From an optimization exercise on the open Yosys and OpenROAD flow, aimed at small area, a short achievable clock period and few clock cycles; shortcuts taken in it are not production practice. No functional check of the RTL was part of any run shown here. Power is estimated from default activity; no workload was simulated.

## flow/design.v (module list and top-level ports; edited modules follow where they fit)
// module mul: 1126 lines
module mul
(
	input clk,
	input rst,
	input  [31:0] a,
	input  [31:0] b,
	input start,
	output [31:0] res_mul,
	output logic vld
);
  // ...
==> flow/flow/run.sh <==
#!/bin/bash
# The standard ORFS layout with three changes to how it is made:
#  - synthesis skips the generic ABC pass inside Yosys's synth command
#    (SYNTH_ARGS=-noabc), so extract_fa sees the adders as written and maps
#    them to full-adder cells without inverters between them; registers and
#    their names are the standard synthesis's;
#  - the port buffers are sky130_fd_sc_hd__buf_4 instead of a delay buffer;
#  - repair_timing aims for a larger setup margin.
set -euo pipefail
cd "$(dirname "$0")/.."
export SYNTH_ARGS="-noabc"
export BUFFER_PORTS_ARGS="-buffer_cell sky130_fd_sc_hd__buf_4"
export SETUP_SLACK_MARGIN=6.1
bash standard.sh finish > standard.log 2>&1
==> flow/standard.sh <==
#!/bin/bash
# synth_recipe.tcl (not shown) runs the flow's synth.tcl, then flattens the netlist and writes it again
# the make line also repeats each setting of config.mk as NAME=value (left out here)
make -C /OpenROAD-flow-scripts/flow DESIGN_CONFIG=/design/flow/config.mk WORK_HOME=/design/flow/orfs CLKGATE_MAP_FILE= SYNTH_SCRIPT=/design/flow/synth_recipe.tcl "${@:-finish}"
==> flow/config.mk <==
export PLATFORM = sky130hd
export DESIGN_NAME = mul
export DESIGN_NICKNAME = mul
export VERILOG_FILES = /design/flow/design.v
export SDC_FILE = /design/flow/constraint.sdc
export NUM_CORES = 4
export LEC_CHECK = 0
export CAP_MARGIN = 20
export CORE_MARGIN = 2
export CORE_UTILIZATION = 55
export SLEW_MARGIN = 20
==> flow/constraint.sdc <==
create_clock -name core_clock -period 12.0 [get_ports {clk}]
set_input_delay 2.4000 -clock core_clock [delete_from_list [all_inputs] [get_ports {clk}]]
set_output_delay 2.4000 -clock core_clock [all_outputs]
set_load 0.01 [all_outputs]
==> results list, run 1 <==
- The flow inserted 285 tap cells.
- Cell internal power was estimated by the tool at 0.00207 W.
* Area of all placed cells without fillers: 13900 µm²
- CTS max path bufs: 2
- Start point of the critical path: b[11]
- For this run, the number of Yosys warnings is 1.
- Of all power groups, the one with the highest power is combinational logic.
- Hold EP: vld
- Achievable Freq: 171 MHz
- For this run, the leading register cell type out of synthesis is sky130_fd_sc_hd__dfxtp_1.
- Total of max-cap violations: 0
- Gate count after technology mapping: 1220
* Overall Power: 0.00383 W
- Post-route clock period utilization: 0.486
- Following the worst setup path forward leads to its endpoint at s633_q.
* Post-synth net total: 1558
- Most common cell after layout, fill and taps aside: sky130_fd_sc_hd__xnor2_1
* Final Critical Period: 5.84 ns
- Timing analysis after detailed placement gives a worst setup slack of 4.97 ns.
- In the layout the tool counted multi-input logic cells amounting to 995.
- Crit path kind: in -> reg
* Final sequential cell count: 65
- Type of destination of the critical path: flip-flop
- Of the total synthesized cell area, the portion taken by XOR and XNOR cells is 0.222.
- Synth-to-Final Area Change: 11.2%
- Final hold slack: 2.20 ns
* Placeable Area: 22400 µm²
- The run finished with no timing, DRC or antenna violations.
- Sorting the synthesized cells by how often they occur yields 261 x sky130_fd_sc_hd__xnor2_1, 221 x sky130_fd_sc_hd__a22oi_1, 216 x sky130_fd_sc_hd__fa_1, 90 x sky130_fd_sc_hd__clkbuf_1, 65 x sky130_fd_sc_hd__dfxtp_1.
- Slew Limit Fails: 0
- For the pin with the worst max-slew slack, the measured transition is 0.689 ns.
* Crit Path Max Fanout: 20
- Hold Path Stages: 2
- Across all layers, the routed design uses 9711 vias.
- Total power per unit cell area: 276 nW/µm²
* Busiest layer in global routing: met2
* Share of Yosys cell area claimed by the top area cell type: 0.346
- Global routing finished with a remaining overflow of 0.
* Placer's final routability congestion estimate: 0.856
* Largest family of logic cells by synthesized area: adder cells
- The share of total power dissipated in the clock network is 0.080.
- Global routing met3 resource utilization: 0.0686
==> inputs of run 2 (changes only) <==
--- a/flow/design.v
+++ b/flow/design.v
@@ -357,61 +357,57 @@
 logic pp161, pp162, pp163, pp164, pp165, pp166, pp167, pp168, pp169, pp170, pp171, pp172, pp173, pp174, pp175, pp176;
 logic pp177, pp178, pp179, pp180, pp181, pp182, pp183, pp184, pp185, pp186, pp187, pp188, pp189, pp190, pp191, pp192;
 logic pp193, pp194, pp195, pp196, pp197, pp198, pp199, pp200, pp201, pp202, pp203, pp204, pp205, pp206, pp207, pp208;
 logic pp209, pp210, pp211, pp212, pp213, pp214, pp215, pp216, pp217, pp218, pp219, pp220, pp221, pp222, pp223, pp224;
 logic pp225, pp226, pp227, pp228, pp229, pp230, pp231, pp232, pp233, pp234, pp235, pp236, pp237, pp238, pp239, pp240;
 logic pp241, pp242, pp243, pp244, pp245, pp246, pp247, pp248, pp249, pp250, pp251, pp252, pp253, pp254, pp255, pp256;
 logic pp257, pp258, pp259, pp260, pp261, pp262, pp263, pp264, pp265, pp266, pp267, pp268, pp269, pp270, pp271, pp272;
 logic s273, c274, s275, c276, s277, c278, s279, c280, s281, c282, s283, c284, s285, c286, s287, c288;
-logic s289, c290, s291, c292, s293, c294, s297, c298, s299, c300, s301, c302, s303, c304, s305, c306;
-logic s307, c308, s309, c310, s311, c312, s313, c314, s315, c316, s317, c318, s319, c320, s321, c322;
-logic s323, c324, s325, c326, s327, c328, s329, c330, s333, c334, s335, c336, s337, c338, s339, c340;
-logic s341, c342, s343, c344, s345, c346, s347, c348, s349, c350, s351, c352, s353, c354, s355, c356;
-logic s357, c358, s359, c360, s361, c362, s363, c364, s365, c366, s367, c368, s371, c372, s373, c374;
-logic s375, c376, s377, c378, s379, c380, s381, c382, s383, c384, s385, c386, s387, c388, s389, c390;
-logic s391, c392, s393, c394, s395, c396, s397, c398, s401, c402, s403, c404, s405, c406, s407, c408;
-logic s409, c410, s411, c412, s413, c414, s417, c418, s419, c420, s421, c422, s423, c424, s425, c426;
-logic s427, c428, s429, c430, s431, c432, s433, c434, s435, c436, s437, c438, s439, c440, s441, c442;
-logic s443, c444, s445, c446, s447, c448, s449, c450, s453, c454, s455, c456, s457, c458, s459, c460;
-logic s461, c462, s463, c464, s465, c466, s467, c468, s469, c470, s473, c474, s475, c476, s477, c478;
-logic s479, c480, s481, c482, s483, c484, s485, c486, s487, c488, s489, c490, s493, c494, s495, c496;
-logic s497, c498, s499, c500, s501, c502, s503, c504, s505, c506, s507, c508, s509, c510, s511, c512;
-logic s515, c516, s517, c518, s519, c520, s521, c522, s523, c524, s525, c526, s527, c528, s529, c530;
-logic s531, c532, s533, c534, s537, c538, s539, c540, s541, c542, s543, c544, s545, c546, s547, c548;
-logic s549, c550, s551, c552, s553, c554, s555, c556, s557, c558, s561, c562, s563, c564, s565, c566;
-logic s567, c568, s569, c570, s571, c572, s573, c574, s575, c576, s577, c578, s579, c580, s581, c582;
-logic s585, c586, s587, c588, s589, c590, s591, c592, s593, c594, s595, c596, s597, c598, s599, c600;
-logic s601, c602, s603, c604, s605, c606, s607, c608, s611, c612, s613, c614, s615, c616, s617, c618;
-logic s619, c620, s621, c622, s623, c624, s625, c626, s627, c628, s629, c630, s631, c632, s633, c634;
-logic s637, c638, s639, c640, s641, c642, s643, c644, s645, c646, s647, c648, s649, c650, s651, c652;
-logic s653, c654, s655, c656, s657, c658, s659, c660, s665, c666, s667, c668, s669, c670, s671, c672;
-logic s673, c674, s675, c676, s677, c678, s679, c680, s681, c682, s683, c684, s685, c686, s687, c688;
-logic s693, c694, s695, c696, s697, c698, s699, c700, s701, c702, s703, c704, s705, c706, s707, c708;
-logic s709, c710, s711, c712, s713, c714, s715, c716, s717, c718, s723, s724, s725, s726, s727, s728;
-logic s729, s730, s731, s732, s733, s734, s735, s736, s737, s738, s739, s740, s741, s742, s743, s744;
-logic s745, s752, c753, s754, c755, s756, c757, s758, c759, s760, c761, s762, c763;
+logic s291, c292, s293, c294, s297, c298, s299, c300, s301, c302, s303, c304, s305, c306, s307, c308;
+logic s309, c310, s311, c312, s313, c314, s315, c316, s317, c318, s319, c320, s323, c324, s325, c326;
+logic s327, c328, s329, c330, s333, c334, s335, c336, s337, c338, s339, c340, s341, c342, s343, c344;
+logic s345, c346, s347, c348, s349, c350, s351, c352, s353, c354, s357, c358, s359, c360, s361, c362;
+logic s363, c364, s365, c366, s367, c368, s371, c372, s373, c374, s375, c376, s377, c378, s379, c380;
+logic s381, c382, s383, c384, s385, c386, s387, c388, s389, c390, s391, c392, s393, c394, s395, c396;
+logic s397, c398, s401, c402, s403, c404, s405, c406, s407, c408, s409, c410, s411, c412, s413, c414;
+logic s417, c418, s419, c420, s421, c422, s423, c424, s425, c426, s427, c428, s429, c430, s431, c432;
+logic s433, c434, s435, c436, s437, c438, s439, c440, s441, c442, s443, c444, s445, c446, s447, c448;
+logic s453, c454, s455, c456, s457, c458, s459, c460, s461, c462, s463, c464, s465, c466, s467, c468;
+logic s473, c474, s475, c476, s477, c478, s479, c480, s481, c482, s483, c484, s485, c486, s487, c488;
+logic s493, c494, s495, c496, s497, c498, s499, c500, s501, c502, s503, c504, s505, c506, s507, c508;
+logic s509, c510, s515, c516, s517, c518, s519, c520, s521, c522, s523, c524, s525, c526, s527, c528;
+logic s529, c530, s531, c532, s537, c538, s539, c540, s541, c542, s543, c544, s545, c546, s547, c548;
+logic s549, c550, s551, c552, s553, c554, s555, c556, s561, c562, s563, c564, s565, c566, s567, c568;
+logic s569, c570, s571, c572, s573, c574, s575, c576, s577, c578, s579, c580, s585, c586, s587, c588;
+logic s589, c590, s591, c592, s593, c594, s595, c596, s597, c598, s599, c600, s601, c602, s603, c604;
+logic s605, c606, s611, c612, s613, c614, s615, c616, s617, c618, s619, c620, s621, c622, s623, c624;
+logic s625, c626, s627, c628, s629, c630, s631, c632, s637, c638, s639, c640, s641, c642, s643, c644;
+logic s645, c646, s647, c648, s649, c650, s651, c652, s653, c654, s655, c656, s657, c658, s665, c666;
+logic s667, c668, s669, c670, s671, c672, s673, c674, s675, c676, s677, c678, s679, c680, s681, c682;
+logic s683, c684, s685, c686, s693, c694, s695, c696, s697, c698, s699, c700, s701, c702, s703, c704;
+logic s705, c706, s707, c708, s709, c710, s711, c712, s713, c714, s715, c716, s723, s724, s725, s726;
+logic s727, s728, s729, s730, s731, s732, s733, s734, s735, s736, s737, s738, s739, s740, s741, s742;
+logic s743, s744, s745, s752, c753, s754, c755, s756, c757, s758, c759, s760, c761, s762, c763;
 assign s273 = bn1 ^ pp3 ^ pp33;
 assign c274 = (bn1 & pp3) | (pp33 & (bn1 ^ pp3));
 assign s275 = pp4 ^ pp34 ^ c274;
 assign c276 = (pp4 & pp34) | (c274 & (pp4 ^ pp34));
 assign s277 = bn2 ^ pp5 ^ pp35;
 assign c278 = (bn2 & pp5) | (pp35 & (bn2 ^ pp5));
 assign s279 = pp63 ^ s277 ^ c276;
 assign c280 = (pp63 & s277) | (c276 & (pp63 ^ s277));
 assign s281 = pp6 ^ pp36 ^ pp64;
 assign c282 = (pp6 & pp36) | (pp64 & (pp6 ^ pp36));
 assign s283 = c278 ^ s281 ^ c280;
 assign c284 = (c278 & s281) | (c280 & (c278 ^ s281));
 assign s285 = bn3 ^ pp7 ^ pp37;
 assign c286 = (bn3 & pp7) | (pp37 & (bn3 ^ pp7));
 assign s287 = pp65 ^ pp91 ^ c282;
 assign c288 = (pp65 & pp91) | (c282 & (pp65 ^ pp91));
-assign s289 = s285 ^ s287 ^ c284;
-assign c290 = (s285 & s287) | (c284 & (s285 ^ s287));
 assign s291 = pp8 ^ pp38 ^ pp66;
 assign c292 = (pp8 & pp38) | (pp66 & (pp8 ^ pp38));
 assign s293 = pp92 ^ c286 ^ s291;
 assign c294 = (pp92 & c286) | (s291 & (pp92 ^ c286));
 assign s297 = bn4 ^ pp9 ^ pp39;
 assign c298 = (bn4 & pp9) | (pp39 & (bn4 ^ pp9));
 assign s299 = pp67 ^ pp93 ^ pp117;
 assign c300 = (pp67 & pp93) | (pp117 & (pp67 ^ pp93));
@@ -430,18 +426,16 @@
 assign s313 = bn5 ^ pp11 ^ pp41;
 assign c314 = (bn5 & pp11) | (pp41 & (bn5 ^ pp11));
 assign s315 = pp69 ^ pp95 ^ pp119;
 assign c316 = (pp69 & pp95) | (pp119 & (pp69 ^ pp95));
 assign s317 = pp141 ^ c306 ^ s313;
 assign c318 = (pp141 & c306) | (s313 & (pp141 ^ c306));
 assign s319 = s315 ^ c308 ^ s317;
 assign c320 = (s315 & c308) | (s317 & (s315 ^ c308));
-assign s321 = c310 ^ s319 ^ c312;
-assign c322 = (c310 & s319) | (c312 & (c310 ^ s319));
 assign s323 = pp12 ^ pp42 ^ pp70;
 assign c324 = (pp12 & pp42) | (pp70 & (pp12 ^ pp42));
 assign s325 = pp96 ^ pp120 ^ pp142;
 assign c326 = (pp96 & pp120) | (pp142 & (pp96 ^ pp120));
 assign s327 = c314 ^ c316 ^ s323;
 assign c328 = (c314 & c316) | (s323 & (c314 ^ c316));
 assign s329 = s325 ^ c318 ^ s327;
 assign c330 = (s325 & c318) | (s327 & (s325 ^ c318));
@@ -462,18 +456,16 @@
 assign s347 = pp98 ^ pp122 ^ pp144;
 assign c348 = (pp98 & pp122) | (pp144 & (pp98 ^ pp122));
 assign s349 = pp164 ^ c334 ^ c336;
 assign c350 = (pp164 & c334) | (c336 & (pp164 ^ c334));
 assign s351 = s345 ^ s347 ^ c338;
 assign c352 = (s345 & s347) | (c338 & (s345 ^ s347));
 assign s353 = c340 ^ s349 ^ s351;
 assign c354 = (c340 & s349) | (s351 & (c340 ^ s349));
-assign s355 = c342 ^ c344 ^ s353;
-assign c356 = (c342 & c344) | (s353 & (c342 ^ c344));
 assign s357 = bn7 ^ pp15 ^ pp45;
 assign c358 = (bn7 & pp15) | (pp45 & (bn7 ^ pp15));
 assign s359 = pp73 ^ pp99 ^ pp123;
 assign c360 = (pp73 & pp99) | (pp123 & (pp73 ^ pp99));
 assign s361 = pp145 ^ pp165 ^ pp183;
 assign c362 = (pp145 & pp165) | (pp183 & (pp145 ^ pp165));
 assign s363 = c346 ^ c348 ^ s357;
 assign c364 = (c346 & c348) | (s357 & (c346 ^ c348));
@@ -550,54 +542,48 @@
 assign s441 = pp218 ^ c418 ^ c420;
 assign c442 = (pp218 & c418) | (c420 & (pp218 ^ c418));
 assign s443 = c422 ^ s435 ^ s437;
 assign c444 = (c422 & s435) | (s437 & (c422 ^ s435));
 assign s445 = s439 ^ c424 ^ c426;
 assign c446 = (s439 & c424) | (c426 & (s439 ^ c424));
 assign s447 = s441 ^ s443 ^ c428;
 assign c448 = (s441 & s443) | (c428 & (s441 ^ s443));
-assign s449 = c430 ^ s445 ^ s447;
-assign c450 = (c430 & s445) | (s447 & (c430 ^ s445));
 assign s453 = bn10 ^ pp21 ^ pp51;
 assign c454 = (bn10 & pp21) | (pp51 & (bn10 ^ pp21));
 assign s455 = pp79 ^ pp105 ^ pp129;
 assign c456 = (pp79 & pp105) | (pp129 & (pp79 ^ pp105));
 assign s457 = pp151 ^ pp171 ^ pp189;
 assign c458 = (pp151 & pp171) | (pp189 & (pp151 ^ pp171));
 assign s459 = pp205 ^ pp219 ^ pp231;
 assign c460 = (pp205 & pp219) | (pp231 & (pp205 ^ pp219));
 assign s461 = c436 ^ c438 ^ c440;
 assign c462 = (c436 & c438) | (c440 & (c436 ^ c438));
 assign s463 = s453 ^ s455 ^ s457;
 assign c464 = (s453 & s455) | (s457 & (s453 ^ s455));
 assign s465 = s459 ^ c442 ^ c444;
 assign c466 = (s459 & c442) | (c444 & (s459 ^ c442));
 assign s467 = s461 ^ s463 ^ c446;
 assign c468 = (s461 & s463) | (c446 & (s461 ^ s463));
-assign s469 = s465 ^ c448 ^ s467;
-assign c470 = (s465 & c448) | (s467 & (s465 ^ c448));
 assign s473 = pp22 ^ pp52 ^ pp80;
 assign c474 = (pp22 & pp52) | (pp80 & (pp22 ^ pp52));
 assign s475 = pp106 ^ pp130 ^ pp152;
 assign c476 = (pp106 & pp130) | (pp152 & (pp106 ^ pp130));
 assign s477 = pp172 ^ pp190 ^ pp206;
 assign c478 = (pp172 & pp190) | (pp206 & (pp172 ^ pp190));
 assign s479 = pp220 ^ pp232 ^ c454;
 assign c480 = (pp220 & pp232) | (c454 & (pp220 ^ pp232));
 assign s481 = c456 ^ c458 ^ c460;
 assign c482 = (c456 & c458) | (c460 & (c456 ^ c458));
 assign s483 = s473 ^ s475 ^ s477;
 assign c484 = (s473 & s475) | (s477 & (s473 ^ s475));
 assign s485 = c462 ^ c464 ^ s479;
 assign c486 = (c462 & c464) | (s479 & (c462 ^ c464));
 assign s487 = s481 ^ s483 ^ c466;
 assign c488 = (s481 & s483) | (c466 & (s481 ^ s483));
-assign s489 = s485 ^ c468 ^ s487;
-assign c490 = (s485 & c468) | (s487 & (s485 ^ c468));
 assign s493 = bn11 ^ pp23 ^ pp53;
 assign c494 = (bn11 & pp23) | (pp53 & (bn11 ^ pp23));
 assign s495 = pp81 ^ pp107 ^ pp131;
 assign c496 = (pp81 & pp107) | (pp131 & (pp81 ^ pp107));
 assign s497 = pp153 ^ pp173 ^ pp191;
 assign c498 = (pp153 & pp173) | (pp191 & (pp153 ^ pp173));
 assign s499 = pp207 ^ pp221 ^ pp233;
 assign c500 = (pp207 & pp221) | (pp233 & (pp207 ^ pp221));
@@ -606,18 +592,16 @@
 assign s503 = c478 ^ s493 ^ s495;
 assign c504 = (c478 & s493) | (s495 & (c478 ^ s493));
 assign s505 = s497 ^ s499 ^ c480;
 assign c506 = (s497 & s499) | (c480 & (s497 ^ s499));
 assign s507 = c482 ^ c484 ^ s501;
 assign c508 = (c482 & c484) | (s501 & (c482 ^ c484));
 assign s509 = s503 ^ c486 ^ s505;
 assign c510 = (s503 & c486) | (s505 & (s503 ^ c486));
-assign s511 = s507 ^ c488 ^ s509;
-assign c512 = (s507 & c488) | (s509 & (s507 ^ c488));
 assign s515 = pp24 ^ pp54 ^ pp82;
 assign c516 = (pp24 & pp54) | (pp82 & (pp24 ^ pp54));
 assign s517 = pp108 ^ pp132 ^ pp154;
 assign c518 = (pp108 & pp132) | (pp154 & (pp108 ^ pp132));
 assign s519 = pp174 ^ pp192 ^ pp208;
 assign c520 = (pp174 & pp192) | (pp208 & (pp174 ^ pp192));
 assign s521 = pp222 ^ pp234 ^ pp244;
 assign c522 = (pp222 & pp234) | (pp244 & (pp222 ^ pp234));
@@ -626,18 +610,16 @@
 assign s525 = c500 ^ s515 ^ s517;
 assign c526 = (c500 & s515) | (s517 & (c500 ^ s515));
 assign s527 = s519 ^ s521 ^ c502;
 assign c528 = (s519 & s521) | (c502 & (s519 ^ s521));
 assign s529 = c504 ^ s523 ^ s525;
 assign c530 = (c504 & s523) | (s525 & (c504 ^ s523));
 assign s531 = c506 ^ c508 ^ s527;
 assign c532 = (c506 & c508) | (s527 & (c506 ^ c508));
-assign s533 = s529 ^ c510 ^ s531;
-assign c534 = (s529 & c510) | (s531 & (s529 ^ c510));
 assign s537 = bn12 ^ pp25 ^ pp55;
 assign c538 = (bn12 & pp25) | (pp55 & (bn12 ^ pp25));
 assign s539 = pp83 ^ pp109 ^ pp133;
 assign c540 = (pp83 & pp109) | (pp133 & (pp83 ^ pp109));
 assign s541 = pp155 ^ pp175 ^ pp193;
 assign c542 = (pp155 & pp175) | (pp193 & (pp155 ^ pp175));
 assign s543 = pp209 ^ pp223 ^ pp235;
 assign c544 = (pp209 & pp223) | (pp235 & (pp209 ^ pp223));
@@ -648,18 +630,16 @@
 assign s549 = s537 ^ s539 ^ s541;
 assign c550 = (s537 & s539) | (s541 & (s537 ^ s539));
 assign s551 = s543 ^ c524 ^ c526;
 assign c552 = (s543 & c524) | (c526 & (s543 ^ c524));
 assign s553 = s545 ^ s547 ^ s549;
 assign c554 = (s545 & s547) | (s549 & (s545 ^ s547));
 assign s555 = c528 ^ c530 ^ s551;
 assign c556 = (c528 & c530) | (s551 & (c528 ^ c530));
-assign s557 = s553 ^ c532 ^ s555;
-assign c558 = (s553 & c532) | (s555 & (s553 ^ c532));
 assign s561 = pp26 ^ pp56 ^ pp84;
 assign c562 = (pp26 & pp56) | (pp84 & (pp26 ^ pp56));
 assign s563 = pp110 ^ pp134 ^ pp156;
 assign c564 = (pp110 & pp134) | (pp156 & (pp110 ^ pp134));
 assign s565 = pp176 ^ pp194 ^ pp210;
 assign c566 = (pp176 & pp194) | (pp210 & (pp176 ^ pp194));
 assign s567 = pp224 ^ pp236 ^ pp246;
 assign c568 = (pp224 & pp236) | (pp246 & (pp224 ^ pp236));
@@ -670,18 +650,16 @@
 assign s573 = s563 ^ s565 ^ s567;
 assign c574 = (s563 & s565) | (s567 & (s563 ^ s565));
 assign s575 = c546 ^ c548 ^ c550;
 assign c576 = (c546 & c548) | (c550 & (c546 ^ c548));
 assign s577 = s569 ^ s571 ^ s573;
 assign c578 = (s569 & s571) | (s573 & (s569 ^ s571));
 assign s579 = c552 ^ c554 ^ s575;
 assign c580 = (c552 & c554) | (s575 & (c552 ^ c554));
-assign s581 = s577 ^ c556 ^ s579;
-assign c582 = (s577 & c556) | (s579 & (s577 ^ c556));
 assign s585 = bn13 ^ pp27 ^ pp57;
 assign c586 = (bn13 & pp27) | (pp57 & (bn13 ^ pp27));
 assign s587 = pp85 ^ pp111 ^ pp135;
 assign c588 = (pp85 & pp111) | (pp135 & (pp85 ^ pp111));
 assign s589 = pp157 ^ pp177 ^ pp195;
 assign c590 = (pp157 & pp177) | (pp195 & (pp157 ^ pp177));
 assign s591 = pp211 ^ pp225 ^ pp237;
 assign c592 = (pp211 & pp225) | (pp237 & (pp211 ^ pp225));
@@ -694,18 +672,16 @@
 assign s599 = s589 ^ s591 ^ s593;
 assign c600 = (s589 & s591) | (s593 & (s589 ^ s591));
 assign s601 = c570 ^ c572 ^ c574;
 assign c602 = (c570 & c572) | (c574 & (c570 ^ c572));
 assign s603 = s595 ^ s597 ^ s599;
 assign c604 = (s595 & s597) | (s599 & (s595 ^ s597));
 assign s605 = c576 ^ c578 ^ s601;
 assign c606 = (c576 & c578) | (s601 & (c576 ^ c578));
-assign s607 = s603 ^ c580 ^ s605;
-assign c608 = (s603 & c580) | (s605 & (s603 ^ c580));
 assign s611 = pp28 ^ pp58 ^ pp86;
 assign c612 = (pp28 & pp58) | (pp86 & (pp28 ^ pp58));
 assign s613 = pp112 ^ pp136 ^ pp158;
 assign c614 = (pp112 & pp136) | (pp158 & (pp112 ^ pp136));
 assign s615 = pp178 ^ pp196 ^ pp212;
 assign c616 = (pp178 & pp196) | (pp212 & (pp178 ^ pp196));
 assign s617 = pp226 ^ pp238 ^ pp248;
 assign c618 = (pp226 & pp238) | (pp248 & (pp226 ^ pp238));
@@ -718,18 +694,16 @@
 assign s625 = s615 ^ s617 ^ c596;
 assign c626 = (s615 & s617) | (c596 & (s615 ^ s617));
 assign s627 = c598 ^ c600 ^ s619;
 assign c628 = (c598 & c600) | (s619 & (c598 ^ c600));
 assign s629 = s621 ^ s623 ^ c602;
 assign c630 = (s621 & s623) | (c602 & (s621 ^ s623));
 assign s631 = s625 ^ c604 ^ s627;
 assign c632 = (s625 & c604) | (s627 & (s625 ^ c604));
-assign s633 = c606 ^ s629 ^ s631;
-assign c634 = (c606 & s629) | (s631 & (c606 ^ s629));
 assign s637 = bn14 ^ pp29 ^ pp59;
 assign c638 = (bn14 & pp29) | (pp59 & (bn14 ^ pp29));
 assign s639 = pp87 ^ pp113 ^ pp137;
 assign c640 = (pp87 & pp113) | (pp137 & (pp87 ^ pp113));
 assign s641 = pp159 ^ pp179 ^ pp197;
 assign c642 = (pp159 & pp179) | (pp197 & (pp159 ^ pp179));
 assign s643 = pp213 ^ pp227 ^ pp239;
 assign c644 = (pp213 & pp227) | (pp239 & (pp213 ^ pp227));
@@ -742,18 +716,16 @@
 assign s651 = s639 ^ s641 ^ s643;
 assign c652 = (s639 & s641) | (s643 & (s639 ^ s641));
 assign s653 = s645 ^ c620 ^ c622;
 assign c654 = (s645 & c620) | (c622 & (s645 ^ c620));
 assign s655 = c624 ^ s647 ^ s649;
 assign c656 = (c624 & s647) | (s649 & (c624 ^ s647));
 assign s657 = s651 ^ c626 ^ c628;
 assign c658 = (s651 & c626) | (c628 & (s651 ^ c626));
-assign s659 = s653 ^ s655 ^ c630;
-assign c660 = (s653 & s655) | (c630 & (s653 ^ s655));
 assign s665 = pp30 ^ pp60 ^ pp88;
 assign c666 = (pp30 & pp60) | (pp88 & (pp30 ^ pp60));
 assign s667 = pp114 ^ pp138 ^ pp160;
 assign c668 = (pp114 & pp138) | (pp160 & (pp114 ^ pp138));
 assign s669 = pp180 ^ pp198 ^ pp214;
 assign c670 = (pp180 & pp198) | (pp214 & (pp180 ^ pp198));
 assign s671 = pp228 ^ pp240 ^ pp250;
 assign c672 = (pp228 & pp240) | (pp250 & (pp228 ^ pp240));
@@ -766,18 +738,16 @@
 assign s679 = s667 ^ s669 ^ s671;
 assign c680 = (s667 & s669) | (s671 & (s667 ^ s669));
 assign s681 = s673 ^ c648 ^ c650;
 assign c682 = (s673 & c648) | (c650 & (s673 ^ c648));
 assign s683 = c652 ^ s675 ^ s677;
 assign c684 = (c652 & s675) | (s677 & (c652 ^ s675));
 assign s685 = s679 ^ c654 ^ c656;
 assign c686 = (s679 & c654) | (c656 & (s679 ^ c654));
-assign s687 = s681 ^ s683 ^ c658;
-assign c688 = (s681 & s683) | (c658 & (s681 ^ s683));
 assign s693 = bn15 ^ pp31 ^ pp61;
 assign c694 = (bn15 & pp31) | (pp61 & (bn15 ^ pp31));
 assign s695 = pp89 ^ pp115 ^ pp139;
 assign c696 = (pp89 & pp115) | (pp139 & (pp89 ^ pp115));
 assign s697 = pp161 ^ pp181 ^ pp199;
 assign c698 = (pp161 & pp181) | (pp199 & (pp161 ^ pp181));
 assign s699 = pp215 ^ pp229 ^ pp241;
 assign c700 = (pp215 & pp229) | (pp241 & (pp215 ^ pp229));
@@ -792,18 +762,16 @@
 assign s709 = s697 ^ s699 ^ s701;
 assign c710 = (s697 & s699) | (s701 & (s697 ^ s699));
 assign s711 = c676 ^ c678 ^ c680;
 assign c712 = (c676 & c678) | (c680 & (c676 ^ c678));
 assign s713 = s703 ^ s705 ^ s707;
 assign c714 = (s703 & s705) | (s707 & (s703 ^ s705));
 assign s715 = s709 ^ c682 ^ c684;
 assign c716 = (s709 & c682) | (c684 & (s709 ^ c682));
-assign s717 = s711 ^ s713 ^ c686;
-assign c718 = (s711 & s713) | (c686 & (s711 ^ s713));
 assign s723 = pp32 ^ pp62;
 assign s724 = pp90 ^ pp116;
 assign s725 = pp140 ^ pp162;
 assign s726 = pp182 ^ pp200;
 assign s727 = pp216 ^ pp230;
 assign s728 = pp242 ^ pp252;
 assign s729 = pp260 ^ pp266;
 assign s730 = pp270 ^ pp272;
@@ -829,298 +797,182 @@
 assign s756 = s273 ^ c755;
 assign c757 = s273 & c755;
 assign s758 = s275 ^ c757;
 assign c759 = s275 & c757;
 assign s760 = s279 ^ c759;
 assign c761 = s279 & c759;
 assign s762 = s283 ^ c761;
 assign c763 = s283 & c761;
-logic c288_q, s293_q, c290_q, c320_q, s329_q, c322_q, c354_q, s367_q, c356_q, c382_q, s397_q, c384_q, c398_q, s413_q, c432_q, c434_q;
-logic s449_q, c450_q, s469_q, c470_q, s489_q, c490_q, s511_q, c512_q, s533_q, c534_q, s557_q, c558_q, s581_q, c582_q, s607_q, c608_q;
-logic s633_q, c632_q, s657_q, s659_q, c634_q, s685_q, c660_q, s687_q, s715_q, c688_q, s717_q, s744_q, s745_q, c712_q, c714_q, c716_q;
-logic c718_q, s752_q, s754_q, s756_q, s758_q, s760_q, s762_q, s289_q, s311_q, s321_q, s355_q, s303_q, s343_q, s383_q, s433_q, c763_q;
+logic s285_q, s287_q, c284_q, c288_q, s293_q, c310_q, s319_q, c312_q, c320_q, s329_q, c342_q, c344_q, s353_q, c354_q, s367_q, c382_q;
+logic s397_q, c384_q, c398_q, s413_q, c430_q, s445_q, s447_q, c432_q, c434_q, s465_q, c448_q, s467_q, s485_q, c468_q, s487_q, s507_q;
+logic c488_q, s509_q, s529_q, c510_q, s531_q, s553_q, c532_q, s555_q, s577_q, c556_q, s579_q, s603_q, c580_q, s605_q, c606_q, s629_q;
+logic s631_q, s653_q, s655_q, c630_q, c632_q, s657_q, s681_q, s683_q, c658_q, s685_q, s711_q, s713_q, c686_q, s715_q, s744_q, s745_q;
+logic c712_q, c714_q, c716_q, s752_q, s754_q, s756_q, s758_q, s760_q, s762_q, s311_q, s303_q, s343_q, s383_q, s433_q, c763_q;
 always_ff @(posedge clk) begin
 	vld <= start & ~rst;
+	s285_q <= s285;
+	s287_q <= s287;
+	c284_q <= c284;
 	c288_q <= c288;
 	s293_q <= s293;
-	c290_q <= c290;
+	c310_q <= c310;
+	s319_q <= s319;
+	c312_q <= c312;
 	c320_q <= c320;
 	s329_q <= s329;
-	c322_q <= c322;
+	c342_q <= c342;
+	c344_q <= c344;
+	s353_q <= s353;
 	c354_q <= c354;
 	s367_q <= s367;
-	c356_q <= c356;
 	c382_q <= c382;
 	s397_q <= s397;
 	c384_q <= c384;
 	c398_q <= c398;
 	s413_q <= s413;
+	c430_q <= c430;
+	s445_q <= s445;
+	s447_q <= s447;
 	c432_q <= c432;
 	c434_q <= c434;
-	s449_q <= s449;
-	c450_q <= c450;
-	s469_q <= s469;
-	c470_q <= c470;
-	s489_q <= s489;
-	c490_q <= c490;
-	s511_q <= s511;
-	c512_q <= c512;
-	s533_q <= s533;
-	c534_q <= c534;
-	s557_q <= s557;
-	c558_q <= c558;
-	s581_q <= s581;
-	c582_q <= c582;
-	s607_q <= s607;
-	c608_q <= c608;
-	s633_q <= s633;
+	s465_q <= s465;
+	c448_q <= c448;
+	s467_q <= s467;
+	s485_q <= s485;
+	c468_q <= c468;
+	s487_q <= s487;
+	s507_q <= s507;
+	c488_q <= c488;
+	s509_q <= s509;
+	s529_q <= s529;
+	c510_q <= c510;
+	s531_q <= s531;
+	s553_q <= s553;
+	c532_q <= c532;
+	s555_q <= s555;
+	s577_q <= s577;
+	c556_q <= c556;
+	s579_q <= s579;
+	s603_q <= s603;
+	c580_q <= c580;
+	s605_q <= s605;
+	c606_q <= c606;
+	s629_q <= s629;
+	s631_q <= s631;
+	s653_q <= s653;
+	s655_q <= s655;
+	c630_q <= c630;
 	c632_q <= c632;
 	s657_q <= s657;
-	s659_q <= s659;
-	c634_q <= c634;
+	s681_q <= s681;
+	s683_q <= s683;
+	c658_q <= c658;
 	s685_q <= s685;
-	c660_q <= c660;
-	s687_q <= s687;
+	s711_q <= s711;
+	s713_q <= s713;
+	c686_q <= c686;
 	s715_q <= s715;
-	c688_q <= c688;
-	s717_q <= s717;
 	s744_q <= s744;
 	s745_q <= s745;
 	c712_q <= c712;
 	c714_q <= c714;
 	c716_q <= c716;
-	c718_q <= c718;
 	s752_q <= s752;
 	s754_q <= s754;
 	s756_q <= s756;
 	s758_q <= s758;
 	s760_q <= s760;
 	s762_q <= s762;
-	s289_q <= s289;
 	s311_q <= s311;
-	s321_q <= s321;
-	s355_q <= s355;
 	s303_q <= s303;
 	s343_q <= s343;
 	s383_q <= s383;
 	s433_q <= s433;
 	c763_q <= c763;
 end
-logic s295, c296, s331, c332, s369, c370, s399, c400, s415, c416, s451, c452, s471, c472, s491, c492;
-logic s513, c514, s535, c536, s559, c560, s583, c584, s609, c610, s635, c636, s661, c662, s663, c664;
-logic s689, c690, s691, c692, s719, c720, s721, c722, s746, s747, s748, s749, s750, s751;
-assign s295 = c288_q ^ s293_q ^ c290_q;
-assign c296 = (c288_q & s293_q) | (c290_q & (c288_q ^ s293_q));
-assign s331 = c320_q ^ s329_q ^ c322_q;
-assign c332 = (c320_q & s329_q) | (c322_q & (c320_q ^ s329_q));
-assign s369 = c354_q ^ s367_q ^ c356_q;
-assign c370 = (c354_q & s367_q) | (c356_q & (c354_q ^ s367_q));
+logic s289, c290, s295, c296, s321, c322, s331, c332, s355, c356, s369, c370, s399, c400, s415, c416;
+logic s449, c450, s451, c452, s469, c470, s471, c472, s489, c490, s491, c492, s511, c512, s513, c514;
+logic s533, c534, s535, c536, s557, c558, s559, c560, s581, c582, s583, c584, s607, c608, s609, c610;
+logic s633, c634, s635, c636, s659, c660, s661, c662, s663, c664, s687, c688, s689, c690, s691, c692;
+logic s717, c718, s719, c720, s721, c722, s746, s747, s748, s749, s750, s751;
+assign s289 = s285_q ^ s287_q ^ c284_q;
+assign c290 = (s285_q & s287_q) | (c284_q & (s285_q ^ s287_q));
+assign s295 = c288_q ^ s293_q ^ c290;
+assign c296 = (c288_q & s293_q) | (c290 & (c288_q ^ s293_q));
+assign s321 = c310_q ^ s319_q ^ c312_q;
+assign c322 = (c310_q & s319_q) | (c312_q & (c310_q ^ s319_q));
+assign s331 = c320_q ^ s329_q ^ c322;
+assign c332 = (c320_q & s329_q) | (c322 & (c320_q ^ s329_q));
+assign s355 = c342_q ^ c344_q ^ s353_q;
+assign c356 = (c342_q & c344_q) | (s353_q & (c342_q ^ c344_q));
+assign s369 = c354_q ^ s367_q ^ c356;
+assign c370 = (c354_q & s367_q) | (c356 & (c354_q ^ s367_q));
 assign s399 = c382_q ^ s397_q ^ c384_q;
 assign c400 = (c382_q & s397_q) | (c384_q & (c382_q ^ s397_q));
 assign s415 = c398_q ^ s413_q ^ c400;
 assign c416 = (c398_q & s413_q) | (c400 & (c398_q ^ s413_q));
-assign s451 = c432_q ^ c434_q ^ s449_q;
-assign c452 = (c432_q & c434_q) | (s449_q & (c432_q ^ c434_q));
-assign s471 = c450_q ^ s469_q;
-assign c472 = c450_q & s469_q;
-assign s491 = c470_q ^ s489_q ^ c472;
-assign c492 = (c470_q & s489_q) | (c472 & (c470_q ^ s489_q));
-assign s513 = c490_q ^ s511_q;
-assign c514 = c490_q & s511_q;
-assign s535 = c512_q ^ s533_q ^ c514;
-assign c536 = (c512_q & s533_q) | (c514 & (c512_q ^ s533_q));
-assign s559 = c534_q ^ s557_q;
-assign c560 = c534_q & s557_q;
-assign s583 = c558_q ^ s581_q ^ c560;
-assign c584 = (c558_q & s581_q) | (c560 & (c558_q ^ s581_q));
-assign s609 = c582_q ^ s607_q;
-assign c610 = c582_q & s607_q;
-assign s635 = c608_q ^ s633_q ^ c610;
-assign c636 = (c608_q & s633_q) | (c610 & (c608_q ^ s633_q));
-assign s661 = c632_q ^ s657_q ^ s659_q;
-assign c662 = (c632_q & s657_q) | (s659_q & (c632_q ^ s657_q));
-assign s663 = c634_q ^ s661;
-assign c664 = c634_q & s661;
-assign s689 = s685_q ^ c660_q ^ s687_q;
-assign c690 = (s685_q & c660_q) | (s687_q & (s685_q ^ c660_q));
+assign s449 = c430_q ^ s445_q ^ s447_q;
+assign c450 = (c430_q & s445_q) | (s447_q & (c430_q ^ s445_q));
+assign s451 = c432_q ^ c434_q ^ s449;
+assign c452 = (c432_q & c434_q) | (s449 & (c432_q ^ c434_q));
+assign s469 = s465_q ^ c448_q ^ s467_q;
+assign c470 = (s465_q & c448_q) | (s467_q & (s465_q ^ c448_q));
+assign s471 = c450 ^ s469;
+assign c472 = c450 & s469;
+assign s489 = s485_q ^ c468_q ^ s487_q;
+assign c490 = (s485_q & c468_q) | (s487_q & (s485_q ^ c468_q));
+assign s491 = c470 ^ s489 ^ c472;
+assign c492 = (c470 & s489) | (c472 & (c470 ^ s489));
+assign s511 = s507_q ^ c488_q ^ s509_q;
+assign c512 = (s507_q & c488_q) | (s509_q & (s507_q ^ c488_q));
+assign s513 = c490 ^ s511;
+assign c514 = c490 & s511;
+assign s533 = s529_q ^ c510_q ^ s531_q;
+assign c534 = (s529_q & c510_q) | (s531_q & (s529_q ^ c510_q));
+assign s535 = c512 ^ s533 ^ c514;
+assign c536 = (c512 & s533) | (c514 & (c512 ^ s533));
+assign s557 = s553_q ^ c532_q ^ s555_q;
+assign c558 = (s553_q & c532_q) | (s555_q & (s553_q ^ c532_q));
+assign s559 = c534 ^ s557;
+assign c560 = c534 & s557;
+assign s581 = s577_q ^ c556_q ^ s579_q;
+assign c582 = (s577_q & c556_q) | (s579_q & (s577_q ^ c556_q));
+assign s583 = c558 ^ s581 ^ c560;
+assign c584 = (c558 & s581) | (c560 & (c558 ^ s581));
+assign s607 = s603_q ^ c580_q ^ s605_q;
+assign c608 = (s603_q & c580_q) | (s605_q & (s603_q ^ c580_q));
+assign s609 = c582 ^ s607;
+assign c610 = c582 & s607;
+assign s633 = c606_q ^ s629_q ^ s631_q;
+assign c634 = (c606_q & s629_q) | (s631_q & (c606_q ^ s629_q));
+assign s635 = c608 ^ s633 ^ c610;
+assign c636 = (c608 & s633) | (c610 & (c608 ^ s633));
+assign s659 = s653_q ^ s655_q ^ c630_q;
+assign c660 = (s653_q & s655_q) | (c630_q & (s653_q ^ s655_q));
+assign s661 = c632_q ^ s657_q ^ s659;
+assign c662 = (c632_q & s657_q) | (s659 & (c632_q ^ s657_q));
+assign s663 = c634 ^ s661;
+assign c664 = c634 & s661;
+assign s687 = s681_q ^ s683_q ^ c658_q;
+assign c688 = (s681_q & s683_q) | (c658_q & (s681_q ^ s683_q));
+assign s689 = s685_q ^ c660 ^ s687;
+assign c690 = (s685_q & c660) | (s687 & (s685_q ^ c660));
 assign s691 = c662 ^ s689;
 assign c692 = c662 & s689;
-assign s719 = s715_q ^ c688_q ^ s717_q;
-assign c720 = (s715_q & c688_q) | (s717_q & (s715_q ^ c688_q));
+assign s717 = s711_q ^ s713_q ^ c686_q;
+assign c718 = (s711_q & s713_q) | (c686_q & (s711_q ^ s713_q));
+assign s719 = s715_q ^ c688 ^ s717;
+assign c720 = (s715_q & c688) | (s717 & (s715_q ^ c688));
 assign s721 = c690 ^ s719;
 assign c722 = c690 & s719;
 assign s746 = s744_q ^ s745_q;
 assign s747 = c712_q ^ c714_q;
 assign s748 = s746 ^ s747;
 assign s749 = s748 ^ c716_q;
-assign s750 = s749 ^ c718_q;
+assign s750 = s749 ^ c718;
 assign s751 = s750 ^ c720;
 logic [25:0] r0, r1;
-assign r0 = {c722, c692, c664, c636, s635, c584, s583, c536, s535, c492, s491, c452, s451, c416, s415, s399, c370, s369, s355_q, c332, s331, s321_q, s311_q, c296, s295, s289_q};
+assign r0 = {c722, c692, c664, c636, s635, c584, s583, c536, s535, c492, s491, c452, s451, c416, s415, s399, c370, s369, s355, c332, s331, s321, s311_q, c296, s295, s289};
 assign r1 = {s751, s721, s691, s663, 1'b0, s609, 1'b0, s559, 1'b0, s513, 1'b0, s471, 1'b0, s433_q, 1'b0, 1'b0, s383_q, 1'b0, 1'b0, s343_q, 1'b0, 1'b0, 1'b0, s303_q, 1'b0, 1'b0};
-logic [25:0] gp, pp_, hs;
-assign gp = r0 & r1;
-assign pp_ = r0 ^ r1;
-logic cin_; assign cin_ = c763_q;
-logic bg0_1, bp0_1;
-assign bg0_1 = gp[0] | (pp_[0] & cin_);
-assign bp0_1 = pp_[0] & 1'b0;
-logic bg0_3, bp0_3;
-assign bg0_3 = gp[2] | (pp_[2] & gp[1]);
-assign bp0_3 = pp_[2] & pp_[1];
-logic bg0_5, bp0_5;
-assign bg0_5 = gp[4] | (pp_[4] & gp[3]);
-assign bp0_5 = pp_[4] & pp_[3];
-logic bg0_7, bp0_7;
-assign bg0_7 = gp[6] | (pp_[6] & gp[5]);
-assign bp0_7 = pp_[6] & pp_[5];
-logic bg0_9, bp0_9;
-assign bg0_9 = gp[8] | (pp_[8] & gp[7]);
-assign bp0_9 = pp_[8] & pp_[7];
-logic bg0_11, bp0_11;
-assign bg0_11 = gp[10] | (pp_[10] & gp[9]);
-assign bp0_11 = pp_[10] & pp_[9];
-logic bg0_13, bp0_13;
-assign bg0_13 = gp[12] | (pp_[12] & gp[11]);
-assign bp0_13 = pp_[12] & pp_[11];
-logic bg0_15, bp0_15;
-assign bg0_15 = gp[14] | (pp_[14] & gp[13]);
-assign bp0_15 = pp_[14] & pp_[13];
-logic bg0_17, bp0_17;
-assign bg0_17 = gp[16] | (pp_[16] & gp[15]);
-assign bp0_17 = pp_[16] & pp_[15];
-logic bg0_19, bp0_19;
-assign bg0_19 = gp[18] | (pp_[18] & gp[17]);
-assign bp0_19 = pp_[18] & pp_[17];
-logic bg0_21, bp0_21;
-assign bg0_21 = gp[20] | (pp_[20] & gp[19]);
-assign bp0_21 = pp_[20] & pp_[19];
-logic bg0_23, bp0_23;
-assign bg0_23 = gp[22] | (pp_[22] & gp[21]);
-assign bp0_23 = pp_[22] & pp_[21];
-logic bg0_25, bp0_25;
-assign bg0_25 = gp[24] | (pp_[24] & gp[23]);
-assign bp0_25 = pp_[24] & pp_[23];
-logic bg1_3, bp1_3;
-assign bg1_3 = bg0_3 | (bp0_3 & bg0_1);
-assign bp1_3 = bp0_3 & bp0_1;
-logic bg1_7, bp1_7;
-assign bg1_7 = bg0_7 | (bp0_7 & bg0_5);
-assign bp1_7 = bp0_7 & bp0_5;
-logic bg1_11, bp1_11;
-assign bg1_11 = bg0_11 | (bp0_11 & bg0_9);
-assign bp1_11 = bp0_11 & bp0_9;
-logic bg1_15, bp1_15;
-assign bg1_15 = bg0_15 | (bp0_15 & bg0_13);
-assign bp1_15 = bp0_15 & bp0_13;
-logic bg1_19, bp1_19;
-assign bg1_19 = bg0_19 | (bp0_19 & bg0_17);
-assign bp1_19 = bp0_19 & bp0_17;
-logic bg1_23, bp1_23;
-assign bg1_23 = bg0_23 | (bp0_23 & bg0_21);
-assign bp1_23 = bp0_23 & bp0_21;
-logic bg2_7, bp2_7;
-assign bg2_7 = bg1_7 | (bp1_7 & bg1_3);
-assign bp2_7 = bp1_7 & bp1_3;
-logic bg2_15, bp2_15;
-assign bg2_15 = bg1_15 | (bp1_15 & bg1_11);
-assign bp2_15 = bp1_15 & bp1_11;
-logic bg2_23, bp2_23;
-assign bg2_23 = bg1_23 | (bp1_23 & bg1_19);
-assign bp2_23 = bp1_23 & bp1_19;
-logic bg3_15, bp3_15;
-assign bg3_15 = bg2_15 | (bp2_15 & bg2_7);
-assign bp3_15 = bp2_15 & bp2_7;
-logic bg6_23, bp6_23;
-assign bg6_23 = bg2_23 | (bp2_23 & bg3_15);
-assign bp6_23 = bp2_23 & bp3_15;
-logic bg7_11, bp7_11;
-assign bg7_11 = bg1_11 | (bp1_11 & bg2_7);
-assign bp7_11 = bp1_11 & bp2_7;
-logic bg7_19, bp7_19;
-assign bg7_19 = bg1_19 | (bp1_19 & bg3_15);
-assign bp7_19 = bp1_19 & bp3_15;
-logic bg8_5, bp8_5;
-assign bg8_5 = bg0_5 | (bp0_5 & bg1_3);
-assign bp8_5 = bp0_5 & bp1_3;
-logic bg8_9, bp8_9;
-assign bg8_9 = bg0_9 | (bp0_9 & bg2_7);
-assign bp8_9 = bp0_9 & bp2_7;
-logic bg8_13, bp8_13;
-assign bg8_13 = bg0_13 | (bp0_13 & bg7_11);
-assign bp8_13 = bp0_13 & bp7_11;
-logic bg8_17, bp8_17;
-assign bg8_17 = bg0_17 | (bp0_17 & bg3_15);
-assign bp8_17 = bp0_17 & bp3_15;
-logic bg8_21, bp8_21;
-assign bg8_21 = bg0_21 | (bp0_21 & bg7_19);
-assign bp8_21 = bp0_21 & bp7_19;
-logic bg8_25, bp8_25;
-assign bg8_25 = bg0_25 | (bp0_25 & bg6_23);
-assign bp8_25 = bp0_25 & bp6_23;
-logic bg9_2, bp9_2;
-assign bg9_2 = gp[1] | (pp_[1] & bg0_1);
-assign bp9_2 = pp_[1] & bp0_1;
-logic bg9_4, bp9_4;
-assign bg9_4 = gp[3] | (pp_[3] & bg1_3);
-assign bp9_4 = pp_[3] & bp1_3;
-logic bg9_6, bp9_6;
-assign bg9_6 = gp[5] | (pp_[5] & bg8_5);
-assign bp9_6 = pp_[5] & bp8_5;
-logic bg9_8, bp9_8;
-assign bg9_8 = gp[7] | (pp_[7] & bg2_7);
-assign bp9_8 = pp_[7] & bp2_7;
-logic bg9_10, bp9_10;
-assign bg9_10 = gp[9] | (pp_[9] & bg8_9);
-assign bp9_10 = pp_[9] & bp8_9;
-logic bg9_12, bp9_12;
-assign bg9_12 = gp[11] | (pp_[11] & bg7_11);
-assign bp9_12 = pp_[11] & bp7_11;
-logic bg9_14, bp9_14;
-assign bg9_14 = gp[13] | (pp_[13] & bg8_13);
-assign bp9_14 = pp_[13] & bp8_13;
-logic bg9_16, bp9_16;
-assign bg9_16 = gp[15] | (pp_[15] & bg3_15);
-assign bp9_16 = pp_[15] & bp3_15;
-logic bg9_18, bp9_18;
-assign bg9_18 = gp[17] | (pp_[17] & bg8_17);
-assign bp9_18 = pp_[17] & bp8_17;
-logic bg9_20, bp9_20;
-assign bg9_20 = gp[19] | (pp_[19] & bg7_19);
-assign bp9_20 = pp_[19] & bp7_19;
-logic bg9_22, bp9_22;
-assign bg9_22 = gp[21] | (pp_[21] & bg8_21);
-assign bp9_22 = pp_[21] & bp8_21;
-logic bg9_24, bp9_24;
-assign bg9_24 = gp[23] | (pp_[23] & bg6_23);
-assign bp9_24 = pp_[23] & bp6_23;
-logic bg9_26, bp9_26;
-assign bg9_26 = gp[25] | (pp_[25] & bg8_25);
-assign bp9_26 = pp_[25] & bp8_25;
-assign res_mul[6] = pp_[0] ^ cin_;
-assign res_mul[7] = pp_[1] ^ bg0_1;
-assign res_mul[8] = pp_[2] ^ bg9_2;
-assign res_mul[9] = pp_[3] ^ bg1_3;
-assign res_mul[10] = pp_[4] ^ bg9_4;
-assign res_mul[11] = pp_[5] ^ bg8_5;
-assign res_mul[12] = pp_[6] ^ bg9_6;
-assign res_mul[13] = pp_[7] ^ bg2_7;
-assign res_mul[14] = pp_[8] ^ bg9_8;
-assign res_mul[15] = pp_[9] ^ bg8_9;
-assign res_mul[16] = pp_[10] ^ bg9_10;
-assign res_mul[17] = pp_[11] ^ bg7_11;
-assign res_mul[18] = pp_[12] ^ bg9_12;
-assign res_mul[19] = pp_[13] ^ bg8_13;
-assign res_mul[20] = pp_[14] ^ bg9_14;
-assign res_mul[21] = pp_[15] ^ bg3_15;
-assign res_mul[22] = pp_[16] ^ bg9_16;
-assign res_mul[23] = pp_[17] ^ bg8_17;
-assign res_mul[24] = pp_[18] ^ bg9_18;
-assign res_mul[25] = pp_[19] ^ bg7_19;
-assign res_mul[26] = pp_[20] ^ bg9_20;
-assign res_mul[27] = pp_[21] ^ bg8_21;
-assign res_mul[28] = pp_[22] ^ bg9_22;
-assign res_mul[29] = pp_[23] ^ bg6_23;
-assign res_mul[30] = pp_[24] ^ bg9_24;
-assign res_mul[31] = pp_[25] ^ bg8_25;
+assign res_mul[31:6] = r0 + r1 + {25'b0, c763_q};
 assign res_mul[5:0] = {s762_q, s760_q, s758_q, s756_q, s754_q, s752_q};
 endmodule
--- a/flow/flow/run.sh
+++ b/flow/flow/run.sh
@@ -5,10 +5,10 @@
 #    them to full-adder cells without inverters between them; registers and
 #    their names are the standard synthesis's;
 #  - the port buffers are sky130_fd_sc_hd__buf_4 instead of a delay buffer;
 #  - repair_timing aims for a larger setup margin.
 set -euo pipefail
 cd "$(dirname "$0")/.."
 export SYNTH_ARGS="-noabc"
 export BUFFER_PORTS_ARGS="-buffer_cell sky130_fd_sc_hd__buf_4"
-export SETUP_SLACK_MARGIN=6.1
+export SETUP_SLACK_MARGIN=6.2
 bash standard.sh finish > standard.log 2>&1
==> flow/config.mk (replaced) <==
export PLATFORM = sky130hd
export DESIGN_NAME = mul
export DESIGN_NICKNAME = mul
export VERILOG_FILES = /design/flow/design.v
export SDC_FILE = /design/flow/constraint.sdc
export NUM_CORES = 4
export LEC_CHECK = 0
export CAP_MARGIN = 20
export CORE_MARGIN = 2
export CORE_UTILIZATION = 55
export CTS_BUF_LIST = sky130_fd_sc_hd__clkbuf_4 sky130_fd_sc_hd__clkbuf_8
export CTS_CLUSTER_SIZE = 40
export SLEW_MARGIN = 20
==> run 2 against run 1 <==
Effect of this change:
- setup slack improved by 0.053 ns
- design area increased by 2.7%
- wire length grew 3.7%
- synthesized area increased by 2.5%
- maximum frequency up 0.91%
- first-iteration DRC count is 8.0% higher
- critical endpoint is now s433_q
- critical path depth is the same
- sequential share of layout area increased by 1.9 points
- sequential cell count increased by 15
- power is 33% higher
==> results list, run 2 <==
* Result of the run: no timing/DRC/antenna violations
* Gate count after technology mapping: 1254 (+2.8%)
* Crit path DAT: 6.04 ns
- Buffers placed on the I/O ports in this run total 99.
- The count of final hold-check violations was 0.
- The post-synth net total was 1581 (+1.5%).
- Die outline width: 157 µm
* GRT Total Usage: 0.348
- Static leakage: 5.31 nW
- STA classifies the critical path endpoint as a flip-flop.
* Largest stage delay on the critical path: 0.83 ns
- Iteration-0 DRC count of the detailed router: 1118
- The routed via count is 10.2k (+4.9%).
- The time the final worst path needs with I/O delays and setup came to 5.78 ns (-0.0528 ns).
- Most prevalent standard cell on the critical path: sky130_fd_sc_hd__fa_1
- Synth-to-Final Area Change: 11.4%
- Across the VDD grid, the largest voltage drop is 394 µV.
* Share of synthesized flip-flops with an asynchronous set or reset: 0
- Share of the yosys chip area belonging to registers: 0.125
- Actual transition at the worst max-transition pin: 0.830 ns (+0.141 ns)
- Drt pass-1 iters: 7
- CTS max path bufs: 2 (unchanged)
- Detailed placer's ending HPWL: 27700 µm
- Post-route clock period utilization: 0.482 (-0.00440)
- Leaving out filler cells and counting taps, the final layout contains 1559.
- Portion of netlist area occupied by mux cells: 0.00313
* Placer's final routability congestion estimate: 0.898 (+4.9%)
* Reg clk slew, reported paths: 0.09 ns
* RSZ-0062 raised after global routing: true
- Library cell contributing the largest single delay on the critical path: sky130_fd_sc_hd__ha_1
- Post-Place Cells: 1531
- Of the total synthesized cell area, the portion taken by AND, OR, NAND and NOR gates is 0.0698.
* Flip-flop and latch count after synthesis: 80
- TritonCTS built the clock tree.
- Commonest cells in the synthesized netlist: 257 x sky130_fd_sc_hd__xnor2_1, 223 x sky130_fd_sc_hd__a22oi_1, 214 x sky130_fd_sc_hd__fa_1, 92 x sky130_fd_sc_hd__clkbuf_1, 80 x sky130_fd_sc_hd__dfxtp_1
- The placed instances occupy a cell area of 13600 µm².
* Antenna viol nets, final: 0
- The share of the synthesized area in the top cell type came to 0.335 (-0.0116).
- 0 antenna diodes ended up in the layout.
- Number of sinks driven by the clock tree: 80
- Layout cells sized above 1: 0.168
* Count of H-tree levels built during CTS: 3
- Final-report setup violation count: 0
* Adder-cell share of the synthesized area: 0.380
* Total area of sequential cells: 1600 µm²
- The achievable clock frequency came to 173 MHz (+0.91%).
- Vias per inst: 6.53
- Number of buffers created by CTS: 9
- Initial core utilization: 0.563
- XOR/XNOR share of the synthesized area: 0.202 (-0.0201)
- The largest total area in the synthesized netlist belongs to sky130_fd_sc_hd__fa_1.
- # nets final: 1597
- Detailed-route DRC error count: 0
- Final Core Density: 0.628
* Critical path data required time: 12.26 ns
- The post-synthesis compound-gate area fraction came to 0.176.
- Placeable Area: 22700 µm² (+1.2%)
- In this run the cell area of the synthesized design comes to 12800 µm².
- The multi-input combinational cells in the finished layout cover a total of 11000 µm².
* Antenna violations before repair: 0
* Count of filler cells inserted in the layout: 1928
- WL/cell: 26.4 µm
- The most used flip-flop cell after synthesis is sky130_fd_sc_hd__dfxtp_1.
- The biggest fanout along the worst timing path is 18 (-10%).
- Die footprint: 24500 µm²
* Root Buffer Master: sky130_fd_sc_hd__clkbuf_8
* Leading cell types in the layout, fill and taps excluded: 256 x sky130_fd_sc_hd__xnor2_1, 223 x sky130_fd_sc_hd__a22oi_1, 208 x sky130_fd_sc_hd__fa_1
- Worst hold-check path type: in -> reg
- Measured against its own limit, the worst slew margin works out to 0.447.
- WL final: 41100 µm
- Global-route wire length before repair: 63000 µm
- Synthesis instantiated 55 different standard cells from the library.
- Area of all placed cells without fillers: 14300 µm² (+2.7%)
* Startpoint type of the worst setup path: primary input
- Total of max-cap violations: 0 (unchanged)
* Slew Limit Fails: 0 (unchanged)
- Yosys mapped a number of flops with a built-in enable equal to 0.
- Most common cell in the synthesized netlist: sky130_fd_sc_hd__xnor2_1
* Overflow left after global routing: 0 (unchanged)
- Vias in the first global route: 10.5k
- Crit path kind: in -> reg
* Chip Height: 157 µm
* Largest family of logic cells by synthesized area: adder cells
- Walking the worst path, the cells encountered are buf_4 > ha_1 > a22oi_1 > xnor2_1 > fa_1 > fa_1 > fa_1 > fa_1 > ha_1.
- Biggest area contributors in the synthesized netlist: sky130_fd_sc_hd__fa_1 33%, sky130_fd_sc_hd__xnor2_1 18%, sky130_fd_sc_hd__a22oi_1 13%, sky130_fd_sc_hd__dfxtp_1 13%, sky130_fd_sc_hd__ha_1 4.5%
- The floorplan has 55 rows.
- Entering global routing, the biggest net connects 65 pins.
- Number of warnings issued by yosys: 1 (unchanged)
- The power density normalized to cell area came to 357 nW/µm² (+29%).
* Post-Route Setup TNS: 0 ns
- Post-synthesis area per instance: 10.2 µm²
- Ports: 100
- The worst hold path depth came to 2 (unchanged).
- The library cell used most frequently in the layout, excluding fill and tap cells, is sky130_fd_sc_hd__xnor2_1.
==> run 2: per-stage QoR <==
| step | worst slack, ns | hold WS [ns] | total power [W] |
|---|---|---|---|
| 6_report | 6.22 | 2.16 | 0.00509 |
| 5_1_grt | 6.14 | 2.15 | 0.00556 |
| 4_1_cts | 6.19 | 2.14 | 0.00485 |
| 3_5_place_dp | 5.28 | 2.56 | 0.00438 |
| 3_3_place_gp | 5.35 | 2.56 | 0.00434 |
| 2_1_floorplan | 6.20 | 2.47 | 0.00305 |
==> run 2: path summary, 6_finish.rpt <==
check,start,to,slack (ns)
max,b[13],s433_q,6.22
min,rst,vld,2.16
==> run 2: layer usage <==
metal	GRT usage	vias up	share of wire
met5	0	-	0
li1	-	4331	-
met1	0.459	5073	0.39
met3	0.0878	107	0.11
met2	0.551	676	0.46
met4	0.138	0	0.036
==> run 2: layout make-up <==
| class | instances | area share |
|---|---|---|
| multi-input cells | 1033 | 0.770 |
| well taps | 285 | 0.0250 |
| clock buffers | 12 | 0.0107 |
| flip-flops and latches | 80 | 0.112 |
| clock inverters | 3 | 0.00632 |
| inverters | 19 | 0.00623 |
| repair buffers | 127 | 0.0693 |
==> run 2: cell families (layout without fill, tap and decap cells) <==
| group | count (synthesis) | in the layout |
|---|---|---|
| AND/OR/NAND/NOR | 172 | 172 |
| multiplexers | 4 | 4 |
| buffers and inverters | 142 | 161 |
| AO/OA/AOI/OAI | 305 | 306 |
| adder cells (fa/ha/maj) | 260 | 260 |
| flip-flops | 80 | 80 |
| XOR/XNOR | 291 | 291 |
==> run 2: power by group <==
part / switching (W) / internal [W]
clock network: 0.000112 / 0.000148
logic: 0.00218 / 0.00213
registers: 0.0000762 / 0.000443
total: 0.00236 / 0.00272
==> run 2: what timing repair did <==
item / 4_1_cts / 5_1_grt
hold buffers: 0 / 0
buffers inserted: 3 / 9
pin swaps: 6 / 14
cloned: 1 / 0
hold endpoints to repair: 0 / 0
gates resized for setup: 26 / 30
setup endpoints to repair: 46 / 15
==> run 2: worst max-delay path, delay by kind of cell <==
| family | cells | cell delay (ns) |
|---|---|---|
| XOR/XNOR | 1 | 0.23 |
| buffers and inverters | 1 | 0.13 |
| adder cells (fa/ha/maj) | 6 | 3.04 |
| AO/OA/AOI/OAI | 1 | 0.22 |

==> re-timing with driven ports <==
The results above use ideal ports. As a check the final layouts listed here were re-extracted and re-timed, cells and wires unchanged.
Step 1, drivers: a clkbuf_16 drives clk and a buf_2 each remaining input, both assumed.
Step 2 adds t to the input delays and takes it off the output delays; t is the mean of the earliest and latest rising clock arrival at the registers after step 1. Input paths then give back, and output paths get back, about the clock's delay inside the block.
a / b / c = ideal ports / drivers / drivers and shift; a / b = the first two.
run | t (ns) | slack for setup (ns) | worst setup path at the end | worst slew at a driven data input, ns | cell pins on the clock port's net
run 1 | 0.395 | 6.164 / 6.114 / 5.719 | input to register | 0.15 | 1
run 2 | 0.422 | 6.217 / 6.237 / 5.815 | input to register | 0.06 | 1
After both steps every run listed still meets setup and hold. For run 1, which loses most, drivers alone change the setup slack by -0.050 ns; drivers and shift together by -0.445 ns.
